Context: an optimization exercise on an open-source flow, tuned for small area. The choices shown serve that exercise and are no tape-out recipe. In this exercise RTL edits were held to simulation tests only and were not proved equivalent to the original. Power is estimated from default activity; no workload was simulated.

Design top_module_d11, start of the top module:
module top_module_d11(
    i_clk,
    i_reset,
    i_start,
    i_load,
    i_enc_dec,
    i_pt1,
    i_pt2,
    i_key1,
    i_key2,
    i_r,
    o_ct1,
    o_ct2,
    o_done
);
Settings: LEC_CHECK=0, ABC_AREA=1, CAP_MARGIN=20, CORE_MARGIN=2, CORE_UTILIZATION=40, CTS_BUF_LIST=sky130_fd_sc_hd__clkbuf_4, CTS_CLUSTER_DIAMETER=45, CTS_CLUSTER_SIZE=10, SETUP_SLACK_MARGIN=0.1, SLEW_MARGIN=20; clock period 6.0 ns.
standard.sh (not shown) runs the stock make flow with config.mk's settings and CLKGATE_MAP_FILE= SYNTH_SCRIPT=/design/flow/synth_recipe.tcl, a recipe that flattens the netlist after the stock synthesis.
==> flow/flow/run.sh <==
#!/bin/bash
set -euo pipefail
export BUFFER_PORTS_ARGS="-buffer_cell sky130_fd_sc_hd__buf_1"
bash standard.sh > standard.log 2>&1
Then changed:
--- a/flow/design.v
+++ b/flow/design.v
@@ -1183,27 +1183,26 @@
 localparam [2:0] P_IDLE = 3'd0, P_W0 = 3'd1, P_SP = 3'd2, P_MX = 3'd3,
                  P_SRF = 3'd4, P_SRB = 3'd5, P_BP = 3'd7;
 reg [2:0] phase;
 reg       hi;      
 reg [2:0] rm;      
 reg [3:0] c16;     
 reg       half;    
 reg       dec;
-reg       done_reg;
 reg [3:0] s1 [0:14];    
 reg [3:0] s2 [0:14];    
 reg [3:0] ka1 [0:15];   
 reg [3:0] ka2 [0:15];
 reg [3:0] kb1 [0:15];   
 reg [3:0] kb2 [0:15];
 reg [7:0] p1, p2, p3, p4;   
 wire idle  = (phase == P_IDLE);
-wire ld    = idle & i_load;
 reg  busy;              
+wire ld    = idle & i_load & ~busy;
 wire sh    = ~(i_load & ~busy);
 wire st_sp = (phase == P_SP);
 wire st_bp = (phase == P_BP);
 wire st_mx = (phase == P_MX);
 wire st_sr = (phase == P_SRF) | (phase == P_SRB);
 wire last  = (c16 == 4'd15);
 reg sr_big;
 always @(*) begin
@@ -1451,47 +1450,42 @@
         c16 <= 4'd0;
         dec <= i_enc_dec;
     end else
         c16 <= c16 + 4'd1;
 end
 always @(posedge i_clk or posedge i_reset) begin
     if (i_reset) begin
         phase <= P_IDLE;
-        done_reg <= 1'b0;
     end else begin
-        done_reg <= 1'b0;
         case (phase)
-            P_IDLE: if (!i_load && i_start) phase <= P_W0;
+            P_IDLE: if (!i_load && i_start && !busy) phase <= P_W0;
             P_W0:   if (last) phase <= P_SP;
             P_SP:   if (last) phase <= hi_rnd ? P_BP : P_MX;
             P_MX:   if (last && half) begin
                         if (!hi && !r_mid) phase <= P_SRF;
                         else phase <= P_SP;
                     end
             P_SRF:  if (last) phase <= P_SP;
             P_SRB:  if (last) phase <= P_MX;
             P_BP:   if (last) begin
-                        if (r_last) begin
-                            phase <= P_IDLE;
-                            done_reg <= 1'b1;
-                        end else
-                            phase <= P_SRB;
+                        if (r_last) phase <= P_IDLE;
+                        else phase <= P_SRB;
                     end
             default: phase <= P_IDLE;
         endcase
     end
 end
 always @(posedge i_clk or posedge i_reset) begin
     if (i_reset)
         busy <= 1'b0;
     else if (!busy)
         busy <= i_start & ~i_load;
     else
-        busy <= ~(st_bp & last & r_last);
+        busy <= ~idle;
 end
 always @(posedge i_clk) begin
     if (idle) begin
         half <= 1'b0;
         hi <= 1'b0;
         rm <= 3'd0;
     end else begin
         if (st_mx & last)
@@ -1508,10 +1502,10 @@
 generate
 for (g = 0; g < 15; g = g + 1) begin : OUT
     assign o_ct1[63 - 4*g -: 4] = s1[g];
     assign o_ct2[63 - 4*g -: 4] = s2[g];
 end
 endgenerate
 assign o_ct1[3:0] = c1;
 assign o_ct2[3:0] = c2;
-assign o_done = done_reg;
+assign o_done = idle & busy;    
 endmodule
The new run finished clean.
Worst hold slack is better by 7.3 ps.
Global-route usage is higher by 0.53 points.
Final cell count fell by 0.67%.
Sequential share of layout area goes up by 0.24 points.
Flip-flop and latch count came out lower by 1.
Setup slack gets better by 140 ps.
Total power increases by 1.6%.
Routed wire length increases by 1.1%.
Area after synthesis shrinks by 0.91%.
Non-clock buffer count is unchanged.
Clock-buffer cell count shrinks by 2.

-- re-timing with driven ports --
The flow's constraints put no driver on any port. The routed layouts listed below were extracted and timed again, unchanged, in two steps. Step 1, drivers: a clkbuf_16 drives i_clk and a buf_2 each remaining input, both assumed. Step 2 times the ports against the registers' clock, not the clock port: input delays grow and output delays shrink by t, the midpoint of the rising clock arrivals with the driver on. Slacks: no drivers / after step 1 / after step 2; pairs: no drivers / after step 1.
run	t (ns)	setup WS [ns]	worst hold slack (ns)	worst setup path at the end
the first run	0.841	1.659 / 1.659 / 1.659	0.248 / 0.270 / 0.404	register to register
the second run	0.857	1.801 / 1.801 / 1.177	0.255 / 0.240 / 0.393	input to register
After both steps every run listed still meets setup and hold. For the second run, which loses most, drivers alone change the setup slack by 0.000 ns; drivers and shift together by -0.624 ns.
